This design comes from an exercise in tuning for small area and a short achievable clock period on the open sky130 flow, not from production work. In this exercise RTL edits were held to simulation tests only and were not proved equivalent to the original. No activity file was given, so power comes from the tool's default toggle rates.

==> flow/design.v <==
module apb_master (
    input  wire PCLK,
    input  wire PRESETn,
    input  wire evnt_trig_i,
    input  wire PREADY,
    output wire m_setup,
    output wire m_access
);
    localparam [1:0] IDLE = 2'd0, SETUP = 2'd1, ACCESS = 2'd2;
    reg [1:0] state;
    reg [1:0] next_state;
    always @(*) begin
        case (state)
            IDLE:    next_state = evnt_trig_i ? SETUP : IDLE;
            SETUP:   next_state = ACCESS;
            ACCESS:  next_state = PREADY ? IDLE : ACCESS;
            default: next_state = IDLE;
        endcase
    end
    always @(posedge PCLK) begin
        if (!PRESETn) state <= IDLE;
        else          state <= next_state;
    end
    assign m_setup  = (state == SETUP);
    assign m_access = (state == ACCESS);
endmodule
module regbit (
    input  wire clk,
    input  wire we,
    input  wire hold,
    input  wire d,
    output reg  q
);
    always @(posedge clk)
        q <= (we & d) | (hold & q);
endmodule
module rd_and_or8 (
    input  wire [7:0] d,
    input  wire [7:0] s,
    output wire       y
);
    assign y = |(d & s);
endmodule
module rd_or2_n (
    input  wire a,
    input  wire b,
    output wire y_n
);
    assign y_n = ~(a | b);
endmodule
module rd_out (
    input  wire a_n,
    input  wire b_n,
    input  wire en_n,
    output wire y
);
    assign y = ~((a_n & b_n) | en_n);
endmodule
module rd_bit (
    input  wire [31:0] d,
    input  wire [31:0] s,
    input  wire        en_n,
    output wire        y
);
    wire [3:0] part;
    wire [1:0] half_n;
    genvar g;
    generate
        for (g = 0; g < 4; g = g + 1) begin : g_part
            rd_and_or8 u_part (.d(d[8*g+7:8*g]), .s(s[8*g+7:8*g]), .y(part[g]));
        end
        for (g = 0; g < 2; g = g + 1) begin : g_half
            rd_or2_n u_half (.a(part[2*g]), .b(part[2*g+1]), .y_n(half_n[g]));
        end
    endgenerate
    rd_out u_out (.a_n(half_n[0]), .b_n(half_n[1]), .en_n(en_n), .y(y));
endmodule
module predec2_n (
    input  wire [1:0] a,
    output wire [3:0] y_n
);
    assign y_n[0] = ~(~a[1] & ~a[0]);
    assign y_n[1] = ~(~a[1] &  a[0]);
    assign y_n[2] = ~( a[1] & ~a[0]);
    assign y_n[3] = ~( a[1] &  a[0]);
endmodule
module predec3_n (
    input  wire [2:0] a,
    output wire [7:0] y_n
);
    genvar k;
    generate
        for (k = 0; k < 8; k = k + 1) begin : g_k
            assign y_n[k] = ~(a == k);
        end
    endgenerate
endmodule
module line_nor (
    input  wire a_n,
    input  wire b_n,
    output wire y
);
    assign y = ~(a_n | b_n);
endmodule
module line_or (
    input  wire a_n,
    input  wire b_n,
    output wire y
);
    assign y = a_n | b_n;
endmodule
module APB_slave (
    input  wire        PCLK,
    input  wire        PRESETn,
    input  wire        PREADY,
    input  wire        PWRITE,
    input  wire [31:0] PADDR,
    input  wire [31:0] PWRDATA,
    input  wire        m_setup,
    input  wire        m_access,
    output wire [31:0] PRDATA
);
    localparam [1:0] IDLE = 2'd0, SETUP = 2'd1, ACCESS = 2'd2;
    reg [1:0] state;
    reg [1:0] next_state;
    wire psel    = PRESETn & (m_setup | m_access);
    wire penable = m_access;
    always @(*) begin
        case (state)
            IDLE:    next_state = psel ? SETUP : IDLE;
            SETUP:   next_state = penable ? ACCESS : IDLE;
            ACCESS:  next_state = PREADY ? (psel ? SETUP : IDLE) : ACCESS;
            default: next_state = IDLE;
        endcase
    end
    always @(posedge PCLK or negedge PRESETn) begin
        if (!PRESETn) state <= IDLE;
        else          state <= next_state;
    end
    wire in_mem  = (next_state == ACCESS) & ~|PADDR[31:5];
    wire rd_en_n = ~(in_mem & ~PWRITE);
    wire wr_en   = in_mem & PWRITE;
    wire [3:0] lo_n;
    wire [7:0] hi_n;
    wire [7:0] hi_wr_n = hi_n | {8{~wr_en}};
    predec2_n u_pd_lo (.a(PADDR[1:0]), .y_n(lo_n));
    predec3_n u_pd_hi (.a(PADDR[4:2]), .y_n(hi_n));
    wire [31:0] rd_sel, wr_sel, keep;
    genvar i, b;
    generate
        for (i = 0; i < 32; i = i + 1) begin : g_line
            line_nor u_rs (.a_n(lo_n[i%4]), .b_n(hi_n[i/4]),    .y(rd_sel[i]));
            line_nor u_ws (.a_n(lo_n[i%4]), .b_n(hi_wr_n[i/4]), .y(wr_sel[i]));
            line_or  u_kp (.a_n(lo_n[i%4]), .b_n(hi_wr_n[i/4]), .y(keep[i]));
        end
    endgenerate
    wire [31:0] bit_col [0:31];
    generate
        for (i = 0; i < 32; i = i + 1) begin : g_word
            for (b = 0; b < 32; b = b + 1) begin : g_bit
                regbit u_bit (.clk(PCLK), .we(wr_sel[i]), .hold(keep[i]),
                              .d(PWRDATA[b]), .q(bit_col[b][i]));
            end
        end
        for (b = 0; b < 32; b = b + 1) begin : g_rd
            rd_bit u_rd (.d(bit_col[b]), .s(rd_sel), .en_n(rd_en_n), .y(PRDATA[b]));
        end
    endgenerate
endmodule
module apb_top #(parameter DATA_WIDTH = 32, parameter ADDR_WIDTH = 32) (
    output [DATA_WIDTH-1:0] PRDATA_o,
    input                   PCLK_i,
    input                   PRESETn_i,
    input  [DATA_WIDTH-1:0] PWRDATA_i,
    input  [ADDR_WIDTH-1:0] PADDR_i,
    input                   PWRITE_i,
    input                   PREADY_i,
    input                   EVENT_i
);
    wire m_setup, m_access;
    apb_master master_inst (
        .PCLK(PCLK_i), .PRESETn(PRESETn_i), .evnt_trig_i(EVENT_i),
        .PREADY(PREADY_i), .m_setup(m_setup), .m_access(m_access)
    );
    APB_slave slave_inst (
        .PCLK(PCLK_i), .PRESETn(PRESETn_i), .PREADY(PREADY_i),
        .PWRITE(PWRITE_i), .PADDR(PADDR_i), .PWRDATA(PWRDATA_i),
        .m_setup(m_setup), .m_access(m_access), .PRDATA(PRDATA_o)
    );
endmodule
Settings: LEC_CHECK=0, CAP_MARGIN=5, CORE_MARGIN=2, CORE_UTILIZATION=55, PLACE_DENSITY=0.65, SETUP_SLACK_MARGIN=1.5, SLEW_MARGIN=5, SYNTH_HIERARCHICAL=1; clock period 6.0 ns.
standard.sh (not shown) runs the stock make flow with config.mk's settings and CLKGATE_MAP_FILE= SYNTH_SCRIPT=/design/flow/synth_recipe.tcl, a recipe that flattens the netlist after the stock synthesis.
==> flow/flow/run.sh <==
#!/bin/bash
# Standard synthesis, then the standard ORFS layout with free cell sizing
# (no footprint matching), plain buffers on the ports, and a clock tree of
# mid-size buffers without dummy loads.
set -euo pipefail
bash standard.sh synth > synth.log 2>&1
bash standard.sh MATCH_CELL_FOOTPRINT=0 \
  "BUFFER_PORTS_ARGS=-buffer_cell sky130_fd_sc_hd__buf_2" \
  "CTS_ARGS=-sink_clustering_enable -repair_clock_nets -dont_use_dummy_load -buf_list {sky130_fd_sc_hd__clkbuf_4 sky130_fd_sc_hd__clkbuf_8} -sink_clustering_size 16 -sink_clustering_max_diameter 50" \
  finish > layout.log 2>&1
The baseline passed the timing, design-rule and antenna checks.
Rerun with:
--- a/flow/config.mk
+++ b/flow/config.mk
@@ -6,9 +6,9 @@
 export NUM_CORES = 4
 export LEC_CHECK = 0
-export CAP_MARGIN = 5
+export CAP_MARGIN = 20
 export CORE_MARGIN = 2
 export CORE_UTILIZATION = 55
-export PLACE_DENSITY = 0.65
+export PLACE_DENSITY = 0.75
 export SETUP_SLACK_MARGIN = 1.5
-export SLEW_MARGIN = 5
+export SLEW_MARGIN = 20
 export SYNTH_HIERARCHICAL = 1
Clock power falls by about 2%.
Synthesized cell count is unchanged.
Cell area falls by 0.44%.
Fmax shrinks by 1.5%.
Sequential share of layout area rose by 0.23 points.
Power falls by 0.69%.
Register-to-register slack is worse by 0.15 ns.
Via count rose by 2.7%.
Sequential power barely changes.
Rerun with:
--- a/flow/flow/run.sh
+++ b/flow/flow/run.sh
@@ -8,3 +8,4 @@
   "BUFFER_PORTS_ARGS=-buffer_cell sky130_fd_sc_hd__buf_2" \
   "CTS_ARGS=-sink_clustering_enable -repair_clock_nets -dont_use_dummy_load -buf_list {sky130_fd_sc_hd__clkbuf_4 sky130_fd_sc_hd__clkbuf_8} -sink_clustering_size 16 -sink_clustering_max_diameter 50" \
+  RECOVER_POWER=30 \
   finish > layout.log 2>&1
--- a/flow/config.mk
+++ b/flow/config.mk
@@ -9,5 +9,5 @@
 export CORE_MARGIN = 2
 export CORE_UTILIZATION = 55
-export PLACE_DENSITY = 0.75
+export PLACE_DENSITY = 0.65
 export SETUP_SLACK_MARGIN = 1.5
 export SLEW_MARGIN = 20
- Now the flow ran to the end with violations: max-capacitance violations, max-slew violations
- global-route usage increases by 0.40 points
- maximum frequency went up slightly
- via count fell by a few percent
- power rose slightly
Rerun with:
--- a/flow/flow/run.sh
+++ b/flow/flow/run.sh
@@ -8,4 +8,3 @@
   "BUFFER_PORTS_ARGS=-buffer_cell sky130_fd_sc_hd__buf_2" \
   "CTS_ARGS=-sink_clustering_enable -repair_clock_nets -dont_use_dummy_load -buf_list {sky130_fd_sc_hd__clkbuf_4 sky130_fd_sc_hd__clkbuf_8} -sink_clustering_size 16 -sink_clustering_max_diameter 50" \
-  RECOVER_POWER=30 \
   finish > layout.log 2>&1
--- a/flow/config.mk
+++ b/flow/config.mk
@@ -8,6 +8,6 @@
 export CAP_MARGIN = 20
 export CORE_MARGIN = 2
-export CORE_UTILIZATION = 55
-export PLACE_DENSITY = 0.65
+export CORE_UTILIZATION = 62
+export PLACE_DENSITY = 0.72
 export SETUP_SLACK_MARGIN = 1.5
 export SLEW_MARGIN = 20
Outcome: Now the flow passed the timing, design-rule and antenna checks; register-to-register slack improves by 0.05 ns; routed wire length came out lower by 0.59%; total power is lower by 1.4%; die area fell by 11%; sequential power stays flat.
Rerun with:
--- a/flow/config.mk
+++ b/flow/config.mk
@@ -8,7 +8,7 @@
 export CAP_MARGIN = 20
 export CORE_MARGIN = 2
-export CORE_UTILIZATION = 62
-export PLACE_DENSITY = 0.72
-export SETUP_SLACK_MARGIN = 1.5
+export CORE_UTILIZATION = 55
+export PLACE_DENSITY = 0.65
+export SETUP_SLACK_MARGIN = 2.5
 export SLEW_MARGIN = 20
 export SYNTH_HIERARCHICAL = 1
Die area rose by 13%.
Hold slack is worse by 0.058 ns.
Setup slack is better by 0.083 ns.
Combinational power rose by 11%.
Power rose by 1.8%.
Fmax rose by 1.9%.
Utilization fell by 6.1 points.
Sequential power stays flat.
Rerun with:
--- a/flow/config.mk
+++ b/flow/config.mk
@@ -10,5 +10,5 @@
 export CORE_UTILIZATION = 55
 export PLACE_DENSITY = 0.65
-export SETUP_SLACK_MARGIN = 2.5
+export SETUP_SLACK_MARGIN = 1.5
 export SLEW_MARGIN = 20
 export SYNTH_HIERARCHICAL = 1
What happened: Final area goes down by 2.4%. Total power came out lower by 0.39%. Global-route usage went down by 1.3 points. Final cell count came out lower by 0.43%. Count of clock-buffer cells in the layout came out higher by 2. Critical path depth stays the same. Setup slack gets worse by 0.022 ns. Non-clock buffer count falls by 18. Sequential power barely changes.

[what the ideal ports hide]
How much do the figures lean on ideal ports? The routed layouts below were timed once more, with nothing changed but the port constraints. Step 1: set_driving_cell puts a clkbuf_16 on PCLK_i and a buf_2 on each other input, an assumption about the parent block. Step 2 moves the port delays by t, midway between the first and last clock arrival at a register: inputs arrive t later, outputs are due t later. That takes back most of the time a late clock gives input paths. Three values: ideal ports, drivers, drivers and shift; two values: the first two.
run | t, ns | setup WS [ns] | cell pins on the clock port's net
the first run | 0.768 | 1.531 / 1.413 / 1.413 | 1
the second run | 0.758 | 1.461 / 1.336 / 1.336 | 1
the third run | 0.764 | 1.510 / 1.407 / 1.407 | 1
the fourth run | 0.758 | 1.470 / 1.443 / 1.443 | 1
the fifth run | 0.767 | 1.553 / 1.478 / 1.478 | 1
the sixth run | 0.768 | 1.531 / 1.413 / 1.413 | 1
For the second run, which loses most, drivers alone change the setup slack by -0.125 ns; drivers and shift together by -0.125 ns.
